Context: an optimization exercise on an open-source flow, tuned for small area, a short achievable clock period and few clock cycles. The choices shown serve that exercise and are no tape-out recipe. Function was not checked in any run shown here: the RTL went through the layout flow alone. Power is estimated from default activity; no workload was simulated.

==> flow/design.v (outline; a module is shown in full before it is edited, if it fits) <==
// module Divider16t: 84 lines
// module div_step: 26 lines
// module div_mux8: 6 lines
// module div_sgn: 3 lines
// module MultDiv: 2458 lines
// module mac_fa: 4 lines
// module mac_ha: 4 lines
// module mac_pp: 3 lines
// module mac_add64: 1751 lines
// module div_sub35: 843 lines
// module pfx_pg: 4 lines
// module pfx_p: 3 lines
// module pfx_g: 3 lines
// module pfx_bn: 4 lines
// module pfx_bp: 4 lines
// module pfx_gn: 3 lines
// module pfx_gp: 3 lines
// module muldiv_unit: 174 lines
module muldiv_unit (
    input               clk,
    input               resetn,
    input               req_valid,
    output              req_ready,
    input       [2:0]   req_op,      
    input       [31:0]  req_a,
    input       [31:0]  req_b,
    input       [31:0]  req_hi,      
    input       [31:0]  req_lo,
    output              resp_valid,
    output      [31:0]  resp_hi,
    output      [31:0]  resp_lo
);
  // ...
==> flow/flow/run.sh <==
#!/bin/bash
# The standard layout (standard.sh) with two changes to how it is made:
#  - ORFS's setup repair is asked to leave a larger slack margin: the design's
#    20 ns clock leaves every path with slack, so without a margin the repair
#    never works on the critical paths;
#  - the port buffers that placement inserts on every input and output are
#    plain buffers (buf_4) rather than the slow delay cells it picks by itself.
set -euo pipefail
MARGIN=13
PORTBUF=sky130_fd_sc_hd__buf_4
sed "s|\"\${@:-finish}\"|SETUP_SLACK_MARGIN=$MARGIN 'BUFFER_PORTS_ARGS=-buffer_cell $PORTBUF' \"\${@:-finish}\"|" standard.sh > standard_mod.sh
grep -q "SETUP_SLACK_MARGIN=$MARGIN" standard_mod.sh
bash standard_mod.sh > layout.log 2>&1
==> flow/standard.sh <==
#!/bin/bash
# synth_recipe.tcl (not shown) runs the flow's synth.tcl, then flattens the netlist and writes it again
# the make line also repeats each setting of config.mk as NAME=value (left out here)
make -C /OpenROAD-flow-scripts/flow DESIGN_CONFIG=/design/flow/config.mk WORK_HOME=/design/flow/orfs CLKGATE_MAP_FILE= SYNTH_SCRIPT=/design/flow/synth_recipe.tcl "${@:-finish}"
==> flow/config.mk <==
export PLATFORM = sky130hd
export DESIGN_NAME = muldiv_unit
export DESIGN_NICKNAME = muldiv_unit
export VERILOG_FILES = /design/flow/design.v
export SDC_FILE = /design/flow/constraint.sdc
export NUM_CORES = 8
export LEC_CHECK = 0
export CAP_MARGIN = 20
export CORE_MARGIN = 2
export CORE_UTILIZATION = 40
export SLEW_MARGIN = 20
export SYNTH_HIERARCHICAL = 1
export SYNTH_MINIMUM_KEEP_SIZE = 0
==> flow/constraint.sdc <==
create_clock -name core_clock -period 20.0 [get_ports {clk}]
set_input_delay 4.0000 -clock core_clock [delete_from_list [all_inputs] [get_ports {clk}]]
set_output_delay 4.0000 -clock core_clock [all_outputs]
set_load 0.01 [all_outputs]
==> results.ini, run 1 <==
[placed_design]
postPlaceCellArea_um2=73600
io_buffers=199

[power]
switchingPower_mw=8.347
swShare_pct=50.22
p_seq_mw=2.31

[layout]
multi_input_area_um2=50720
buf_share_pct=3.916
clkbuf_count=90
clk_share_pct=3.580
final_cell_mix=xnor2_1, fa_1, a22oi_2

[logic_synthesis]
synth_area_um2=69690

[routing]
first_pass_iters=8
met3WireLength_um=23720

[floorplan]
chipHeight_um=421.4
fp.dieW_um=421.4

[sta]
slew_headroom_pct=21.53
fmaxAchievable_mhz=144.9

[clock_tree]
clockBufferDepth=3
cts_buffers=76
post_cts_buffers=0
cts_tree=yes

[critical_path]
rrSetupSlack_ns=13.10
cp-startpoint=u_div.rr[22]
crit_path_frequent_cell=nand2_1

[min_path]
min_path_type=flip-flop to flip-flop
hp-start=resp_div

[outcome]
outcome=complete, no violations

==> inputs of run 2 (changes only) <==
--- a/flow/flow/run.sh
+++ b/flow/flow/run.sh
@@ -8,3 +8,3 @@
 set -euo pipefail
-MARGIN=13
+MARGIN=14
 PORTBUF=sky130_fd_sc_hd__buf_4
==> run 2 against run 1 <==
- global-route usage grew 0.26 points
- still clean on timing, DRC and antenna
- sequential share of layout area shrank 0.93 points
- clock skew grew 0.0081 ns
- highest routed layer unchanged
- worst setup slack gained 0.90 ns
==> results.ini, run 2 <==
[outcome]
outcome=complete, no violations  ; unchanged

[grt]
grt_pass1_vias=57680  ; was 56,426
grt_max_degree=67  ; was 68
grt_pass1_wl_um=414200  ; was 409,600 um
antenna_found_initial=11  ; was 12
grt_usage_pct=32.10  ; was 31.83%
globalRouteOverflowTotal=0  ; unchanged

[power]
vdd_drop_max_mv=0.3176  ; was 0.3068 mV
powerDensity_nw_per_um2=208.7  ; was 215.5 nW/um2
power.leakage_nw=29.08  ; was 28.18 nW
p_total_mw=16.84  ; was 16.62 mW

[sta]
fmaxAchievable_mhz=166.8  ; was 144.9 MHz
finalHoldViolations=0  ; unchanged
rsz0062_at_grt=yes  ; was no
finalCritPeriodShare_pct=29.98  ; was 34.50%
finalSetupTns_ns=0  ; unchanged
tightest_slew_ns=1.165  ; was 1.177 ns
min_period_ns=5.997  ; was 6.899 ns
finalMaxSlewViolations=0  ; unchanged
finalSetupViolations=0  ; unchanged
slew_headroom_pct=22.32  ; was 21.53%
skew_ns=0.06115  ; was 0.05300 ns

[clock_tree]
cts_buffers=77  ; was 76
htree_levels=3  ; unchanged
cts_hold_buf=0  ; unchanged
clock_latency_ns=0.74  ; about the same
clk_pin_slew_ns=0.06  ; about the same
root_buffer=clkbuf_16  ; unchanged
clockBufferDepth=3  ; unchanged
cts_tree=yes  ; unchanged
cts_sinks=596  ; unchanged

[floorplan]
num_rows=153  ; unchanged
core_area_um2=173400  ; unchanged
start_util_pct=40.18  ; unchanged
fp.dieW_um=421.4  ; unchanged
dieArea_um2=177600  ; unchanged
ioPinCount=200  ; unchanged
chipHeight_um=421.4  ; unchanged

[routing]
ant_nets=0  ; unchanged
vias=55897  ; was 55,007
first_pass_iters=6  ; was 8
drc_errors=0  ; unchanged
first_iter_violations=5483  ; was 5,462
via_per_inst=6.053  ; was 6.064
wl_um=293300  ; was 289,500 um
drt-wirelength-per-cell_um=31.77  ; was 31.92 um

[critical_path]
endpoint=resp_hi[8]  ; was u_div.rr[28]
cp-startpoint=u_div.rr[8]  ; was u_div.rr[22]
worstPathArrival_ns=2.00  ; was 7.36 ns
reg2reg_from=u_div.rr[25]  ; was u_div.rr[22]
r2r-end=u_div.rr[3]  ; was u_div.rr[28]
crit_required_ns=16.00  ; was 20.46 ns
rr_worst_depth=30  ; was 25
critical_path_class=flip-flop to primary output  ; was flip-flop to flip-flop
cp_max_fo=8  ; unchanged
crit_path_start_kind=flip-flop  ; unchanged
rrSetupSlack_ns=14.09  ; was 13.10 ns
endpoint_kind=primary output  ; was flip-flop

[logic_synthesis]
synth.avg_cell_area_um2=10.83  ; unchanged
netlist_instances=6437  ; unchanged
yosysWarnings=8  ; unchanged
synth_area_um2=69690  ; unchanged

[layout]
drive_gt1_share_pct=33.39  ; was 28.48%
final_cell_mix=xnor2_1, fa_1, buf_4  ; was xnor2_1, fa_1, a22oi_2
syn_to_final_growth_pct=15.73  ; was 10.68%
fill_cells=16340  ; was 16,439
final_common_cell=xnor2_1  ; unchanged
nets=7939  ; was 7,776

[placed_design]
routabilityCongestion=1.031  ; was 1.008
dp_hpwl_um=209100  ; was 213,600 um
io_buffers=199  ; unchanged

[min_path]
min_path_type=flip-flop to flip-flop  ; unchanged

[job]
max_cap_viol_count=0  ; unchanged

==> run 2: cell types whose count changed in the layout (fill, tap and decap cells not counted), moves of 42 or more <==
| cell | change |
|---|---|
| a21oi_2 | -42 |
| a21oi_4 | +42 |
| buf_4 | +144 |
| ha_1 | -73 |
| ha_4 | +62 |
| mux2i_1 | -45 |
| nand2_1 | -46 |
| nand2_2 | +45 |
| nor2_1 | -48 |
==> run 2: layout make-up <==
class,instances,area [um2],area share [%]
Antenna cell,2,5.005,0.006206
Clock inverter,43,510.5,0.6330
Tap cell,2325,2909,3.607
Timing Repair Buffer,561,4373,5.422
Inverter,325,1237,1.534
Multi-Input combinational cell,5281,53040,65.77
Sequential cell,596,16490,20.45
Clock buffer,101,2079,2.578
==> run 2: stage by stage <==
stage	hold slack, ns	setup slack (ns)	instances	instance area, um2	utilization (%)
final	0.5001	14.00	9234	80650	46.50
after global routing	0.5256	13.94	9232	80640	46.50
after CTS	0.5056	13.96	9126	78340	45.17
after detailed placement	0.4944	12.88	8856	73570	42.42
after global placement	0.4802	12.86	8855	73550	42.41
after floorplan	0.4965	14.05	6496	69920	-
==> run 2: critical path, cell delays in order, from the launching register on <==
cell and delay, ns:
edfxtp_1 0.39, buf_4 0.19, buf_4 0.19, mux2_4 0.33
buf_4 0.16
==> run 2: worst min path at each step <==
| stage | startpoint | endpoint | slack, ns | cells after the start |
|---|---|---|---|---|
| 2_1_floorplan | ir_valid | b_valid | 0.50 | 2 |
| 3_3_place_gp | ir_lo[1] | b_r1[1] | 0.48 | 1 |
| 3_5_place_dp | ir_lo[1] | b_r1[1] | 0.49 | 1 |
| 4_1_cts | ir_lo[1] | b_r1[1] | 0.51 | 1 |
| 5_1_grt | ir_lo[1] | b_r1[1] | 0.53 | 1 |
| 6_report | ir_lo[1] | b_r1[1] | 0.50 | 1 |
==> run 2: what timing repair did <==
action | CTS | global route
cloned | 0 | 1
resized for setup | 210 | 259
setup buffers | 126 | 105
pin swaps | 4 | 71
endpoints found under the setup margin | 99 | 43
==> run 2: report_power, final <==
group          internal (mW)  leakage (nW)  switching (mW)
clock                  0.815          1.27           0.632
sequential              2.11          5.78           0.179
combinational           5.50          22.0            7.60
total                   8.42          29.1            8.42
==> run 2: metal layers <==
layer | vias up | global-route usage (%) | part of all wire, %
met3 | 725 | 7.038 | 8.7
met4 | 6 | 17.34 | 6.3
met2 | 3076 | 50.27 | 45
met1 | 28321 | 41.25 | 40
met5 | - | 0 | 0.016
li1 | 23769 | - | -
==> inputs of run 3 (changes only) <==
--- a/flow/flow/run.sh
+++ b/flow/flow/run.sh
@@ -8,3 +8,3 @@
 set -euo pipefail
-MARGIN=14
+MARGIN=15
 PORTBUF=sky130_fd_sc_hd__buf_4
==> run 3 against run 2 <==
- global-route usage increased by 0.21 points
- sequential cell count did not move
- first-iteration DRC count is 16% higher
- wire length rose by 0.29%
- sequential share of layout area down 1.2 points
- die area unchanged
- hold slack got worse by 0.016 ns
- sequential power about the same
- power increased by 5.4%
- register-to-register slack improved by 0.18 ns
- non-clock buffer count increased by 171
- synthesized cell count stayed put
- critical path type unchanged
- largest power group unchanged
==> results.ini, run 3 <==
[outcome]
outcome=complete, no violations  ; unchanged

[clock_tree]
clk_pin_slew_ns=0.06  ; about the same
cts_buffers=76  ; was 77
htree_levels=3  ; unchanged
clockBufferDepth=3  ; unchanged
root_buffer=clkbuf_16  ; unchanged
cts_hold_buf=0  ; unchanged
clock_latency_ns=0.73  ; was 0.74 ns
cts_tree=yes  ; unchanged
cts_sinks=596  ; unchanged

[critical_path]
rrSetupSlack_ns=14.27  ; was 14.09 ns
cp-startpoint=resp_div  ; was u_div.rr[8]
rr_worst_depth=33  ; was 30
critical_path_class=flip-flop to primary output  ; unchanged
r2r-end=u_div.rr[8]  ; was u_div.rr[3]
reg2reg_from=u_div.rr[28]  ; was u_div.rr[25]
endpoint_kind=primary output  ; unchanged
crit_required_ns=16.00  ; about the same
crit_path_start_kind=flip-flop  ; unchanged
cp_max_fo=9  ; was 8
worstPathArrival_ns=2.00  ; about the same

[floorplan]
core_area_um2=173400  ; unchanged
start_util_pct=40.18  ; unchanged
ioPinCount=200  ; unchanged
chipHeight_um=421.4  ; unchanged
fp.dieW_um=421.4  ; unchanged
num_rows=153  ; unchanged
dieArea_um2=177600  ; unchanged

[layout]
final_cell_mix=xnor2_1, buf_4, fa_1  ; was xnor2_1, fa_1, buf_4
multi_input_area_um2=55870  ; was 53,040 um2
ff_latch_area_um2=16490  ; unchanged
fill_cells=15653  ; was 16,340
syn_to_final_growth_pct=23.09  ; was 15.73%
drive_gt1_share_pct=39.25  ; was 33.39%
nets=8111  ; was 7,939
final_common_cell=xnor2_1  ; unchanged

[sta]
skew_ns=0.03986  ; was 0.06115 ns
finalMaxSlewViolations=0  ; unchanged
rsz0062_at_grt=yes  ; unchanged
finalSetupViolations=0  ; unchanged
finalSetupTns_ns=0  ; unchanged
tightest_slew_ns=1.168  ; was 1.165 ns
finalCritPeriodShare_pct=30.01  ; was 29.98%
slew_headroom_pct=22.15  ; was 22.32%
min_period_ns=6.002  ; was 5.997 ns
finalHoldViolations=0  ; unchanged
fmaxAchievable_mhz=166.6  ; was 166.8 MHz

[routing]
ant_nets=0  ; unchanged
first_pass_iters=7  ; was 6
drt-wirelength-per-cell_um=31.27  ; was 31.77 um
via_per_inst=6.101  ; was 6.053
first_iter_violations=6378  ; was 5,483
wl_um=294200  ; was 293,300 um
drc_errors=0  ; unchanged
vias=57390  ; was 55,897

[power]
p_total_mw=17.75  ; was 16.84 mW
powerDensity_nw_per_um2=206.9  ; was 208.7 nW/um2
vdd_drop_max_mv=0.3200  ; was 0.3176 mV
power.leakage_nw=30.64  ; was 29.08 nW

[min_path]
min_path_type=flip-flop to flip-flop  ; unchanged
hp-start=ir_lo[0]  ; was ir_lo[1]
hold_depth=1  ; unchanged
worst_hold_path.endpoint=b_r0[0]  ; was b_r1[1]

[logic_synthesis]
netlist_instances=6437  ; unchanged
synth.avg_cell_area_um2=10.83  ; unchanged
synth_area_um2=69690  ; unchanged
yosysWarnings=8  ; unchanged

[placed_design]
dp_hpwl_um=206300  ; was 209,100 um
routabilityCongestion=1.037  ; was 1.031
io_buffers=199  ; unchanged

[grt]
grt_usage_pct=32.31  ; was 32.10%
grt_pass1_wl_um=420000  ; was 414,200 um
globalRouteOverflowTotal=0  ; unchanged
grt_max_degree=77  ; was 67
grt_pass1_vias=58894  ; was 57,680
antenna_found_initial=13  ; was 11

[job]
max_cap_viol_count=0  ; unchanged

-- run 3: final cells by class --
type                       count  share of cell area, %
clock inverter                47                 0.7556
sequential                   596                  19.22
antenna                        5                0.01459
multi-input combinational   5283                  65.14
clock buffer                  94                  2.331
timing repair buffer         732                  7.624
inverter                     325                  1.526
tap                         2325                  3.391
-- run 3: where the power goes --
| group | internal (mW) | switching [mW] | total (mW) |
|---|---|---|---|
| logic | 5.94 | 8.03 | 14.0 |
| registers | 2.11 | 0.184 | 2.29 |
| clock network | 0.856 | 0.628 | 1.48 |
-- run 3: routing by layer --
layer | track usage [%] | share of wire (%) | vias to the layer above
li1 | - | - | 24135
met1 | 41.61 | 39 | 29088
met2 | 50.70 | 45 | 3337
met3 | 6.360 | 9.1 | 818
met4 | 18.23 | 6.6 | 12
met5 | 0 | 0.026 | -
-- run 3: worst max path at each step --
stage,end,slack [ns]
after floorplan,req_ready,14.05
after global placement,u_div.rr[3],13.36
after detailed placement,u_div.rr[2],13.25
after CTS,resp_hi[18],13.97
after global routing,resp_lo[11],13.97
final,resp_hi[0],14.00
-- run 3: worst max-delay path, stage by stage (launching register included) --
cell and delay [ns]:
dfxtp_4 0.41, buf_4 0.24, mux2_2 0.44, buf_4 0.17
-- run 3: repair_timing --
| action | in CTS | in global routing |
|---|---|---|
| gates resized for setup | 720 | 164 |
| buffers inserted | 314 | 80 |
| setup endpoints to repair | 185 | 179 |
| gates cloned | 9 | 2 |
| pin swaps | 169 | 120 |
-- run 3: metrics by stage --
step	hold slack, ns	std cells	setup WS [ns]	utilization [%]	area, um2
floorplan	0.4965	6496	14.05	-	70930
detailed placement	0.4614	8856	13.25	42.83	74290
finish	0.4840	9407	14.00	49.46	85780
global placement	0.4802	8855	13.36	42.83	74280
CTS	0.4829	9320	13.97	48.51	84140
global route	0.5311	9402	13.97	49.45	85770

-- static timing again, ports no longer ideal --
How much do the figures lean on ideal ports? The routed layouts below were timed once more, with nothing changed but the port constraints. Step 1 (the two cells are an assumption about what drives the block):
set clk [get_ports {clk}]
set_driving_cell -lib_cell sky130_fd_sc_hd__clkbuf_16 $clk
set_driving_cell -lib_cell sky130_fd_sc_hd__buf_2 [delete_from_list [all_inputs] $clk]
Step 2 moves the port delays by t, midway between the first and last clock arrival at a register: inputs arrive t later, outputs are due t later. That takes back most of the time a late clock gives input paths. Slacks: ideal ports / drivers / drivers and shift; pairs: ideal ports / drivers.
run	t (ns)	setup slack, ns	worst setup path at the end
run 1	0.794	13.101 / 13.101 / 13.101	register to register
run 2	0.782	14.003 / 13.926 / 13.556	input to register
run 3	0.788	13.999 / 13.918 / 14.061	input to register
After both steps setup and hold are still met in every run listed. The setup slack of run 2, which loses most, moves by -0.077 ns with the drivers and by -0.447 ns with both steps.
